What follows belongs to an exercise in optimizing a design on an open flow for small area and a short achievable clock period; a production flow would make more cautious choices.
In this exercise RTL edits were held to simulation tests only and were not proved equivalent to the original.

Setup of job 2969:
Design array_top, start of the top module:
module array_top #(parameter ARRAY_SIZE=4, parameter LOG_ARRAY_SIZE=2) (
    input clk,
    input [(ARRAY_SIZE*ARRAY_SIZE*32)-1:0] weights,
    input [(ARRAY_SIZE*8)-1:0] inputs,
    input [3:0] in_width,
    input [3:0] weight_width,
    input s_in,
    input s_weight,
    output reg [(ARRAY_SIZE*(10+LOG_ARRAY_SIZE)*4)-1:0] psum
    );
clock: 14.0 ns
lec_check: 0
abc_area: 1
cap_margin: 0
core_margin: 2
core_utilization: 50
cts_cluster_diameter: 100
cts_cluster_size: 25
setup_slack_margin: 0.2
slew_margin: 0
standard.sh (not shown) runs the stock make flow with config.mk's settings and CLKGATE_MAP_FILE= SYNTH_SCRIPT=/design/flow/synth_recipe.tcl, a recipe that flattens the netlist after the stock synthesis.
==> flow/flow/run.sh <==
#!/bin/bash
set -euo pipefail
KNOBS="SETUP_SLACK_MARGIN=9.7 MATCH_CELL_FOOTPRINT=0"
bash standard.sh $KNOBS synth floorplan place > log_1_place.log 2>&1
RES=orfs/results/sky130hd/array_top/base \
LIB=$FLOW_HOME/platforms/sky130hd/lib/sky130_fd_sc_hd__tt_025C_1v80.lib \
  openroad -no_init -exit flow/port_buffers.tcl > log_2_port_buffers.log 2>&1
bash standard.sh $KNOBS finish > log_3_finish.log 2>&1
==> flow/flow/port_buffers.tcl <==
# Swap the port buffers of the placed design (delay cells on this platform)
# for plain buffers: buf_1 where the port only feeds one flip-flop's D pin,
# else buf_4; then legalize.
read_db $::env(RES)/3_place.odb
read_liberty $::env(LIB)
set n 0
foreach inst [[ord::get_db_block] getInsts] {
  set name [$inst getName]
  if {![regexp {^(input|output)[0-9]+$} $name]} continue
  set cell sky130_fd_sc_hd__buf_4
  if {[string match input* $name]} {
    set out [$inst findITerm X]
    set loads {}
    foreach it [[$out getNet] getITerms] {
      if {[$it isInputSignal]} { lappend loads $it }
    }
    if {[llength $loads] == 1} {
      set l [lindex $loads 0]
      if {[$l getMTerm] ne "" && [[$l getMTerm] getName] eq "D"} {
        set cell sky130_fd_sc_hd__buf_1
      }
    }
  }
  if {[[$inst getMaster] getName] ne $cell} {
    replace_cell $name $cell
    incr n
  }
}
puts "port buffers replaced: $n"
detailed_placement
check_placement -verbose
write_db $::env(RES)/3_place.odb
Input changes introduced in job 6443 (baseline for comparison: job 2969):
Settings: swapping 50 for 46 in CORE_UTILIZATION.
--- a/flow/flow/run.sh
+++ b/flow/flow/run.sh
@@ -2,3 +2,3 @@
 set -euo pipefail
-KNOBS="SETUP_SLACK_MARGIN=9.7 MATCH_CELL_FOOTPRINT=0"
+KNOBS="SETUP_SLACK_MARGIN=9.95 MATCH_CELL_FOOTPRINT=0"
 bash standard.sh $KNOBS synth floorplan place > log_1_place.log 2>&1
### Flow results
Job 6443 vs job 2969 — vertical extent of the die climbed by a few percent
From job 2969 to job 6443 the numbers moved as follows: wire length on met2 has increased.
Edits applied to the flow inputs when going from job 6443 to job 3434:
Settings: TNS_END_PERCENT: unset -> 20; CORE_UTILIZATION: 46 -> 50.
==> comparison <==
- Job 6443 -> job 3434: remaining number of nets flagged by the antenna check after routing delta 0, exact match
- The setup slack of job 3434 is smaller than that of job 6443.
- mult_reg[23] as the launching instance or port of the critical path was reported by job 3434, and psum[37] by job 6443.
- Job 3434 vs. job 6443: reg-to-reg setup timing slack went down 80 ps, clock buffer instance count of the final layout now sits lower, global-route usage up 2.0 points.
- Lower largest fanout on the critical path was reported by job 6443, not job 3434.
Input-level comparison between job 9753 and job 3434:
Settings: a change of TNS_END_PERCENT from 20 to 50.
==> comparison <==
- Job 9753: all stages complete, timing, DRC and antenna checks passed
- Job 9753 and job 3434 ended up with roughly the same via total after detailed routing.
- Job 9753 vs job 3434, slowest cell on the critical path: sky130_fd_sc_hd__dfxtp_1 vs sky130_fd_sc_hd__inv_1
- Job 9753 vs. job 3434: critical path depth increased 10; signal arrival time at the worst endpoint decreased 50 ps; placed instance count essentially unchanged.

[static timing again, ports no longer ideal]
Ports are ideal in the flow. The routed layouts listed here were re-timed in OpenROAD. Step 1 (the two cells are an assumption about what drives the block):
set clk [get_ports {clk}]
set_driving_cell -lib_cell sky130_fd_sc_hd__clkbuf_16 $clk
set_driving_cell -lib_cell sky130_fd_sc_hd__buf_2 [delete_from_list [all_inputs] $clk]
Step 2 adds t to the input delays and takes it off the output delays; t is the mean of the earliest and latest rising clock arrival at the registers after step 1. Input paths then give back, and output paths get back, about the clock's delay inside the block. a / b / c = ideal / step 1 / step 2; a / b = the first two.
run | t, ns | setup slack, ns | worst register clock-pin slew, ns | worst data-port slew with drivers (ns) | cell pins on the clock port's net
job 2969 | 0.924 | 9.654 / 9.654 / 8.951 | 0.11 / 0.11 | 0.23 | 1
job 6443 | 1.016 | 9.813 / 9.703 / 8.965 | 0.11 / 0.11 | 0.22 | 1
job 3434 | 0.944 | 9.745 / 9.745 / 9.002 | 0.11 / 0.11 | 0.23 | 1
job 9753 | 0.927 | 9.827 / 9.785 / 9.100 | 0.11 / 0.11 | 0.23 | 1
After both steps every run listed still meets setup and hold. The setup slack of job 6443, which loses most, moves by -0.110 ns with the drivers and by -0.848 ns with both steps.
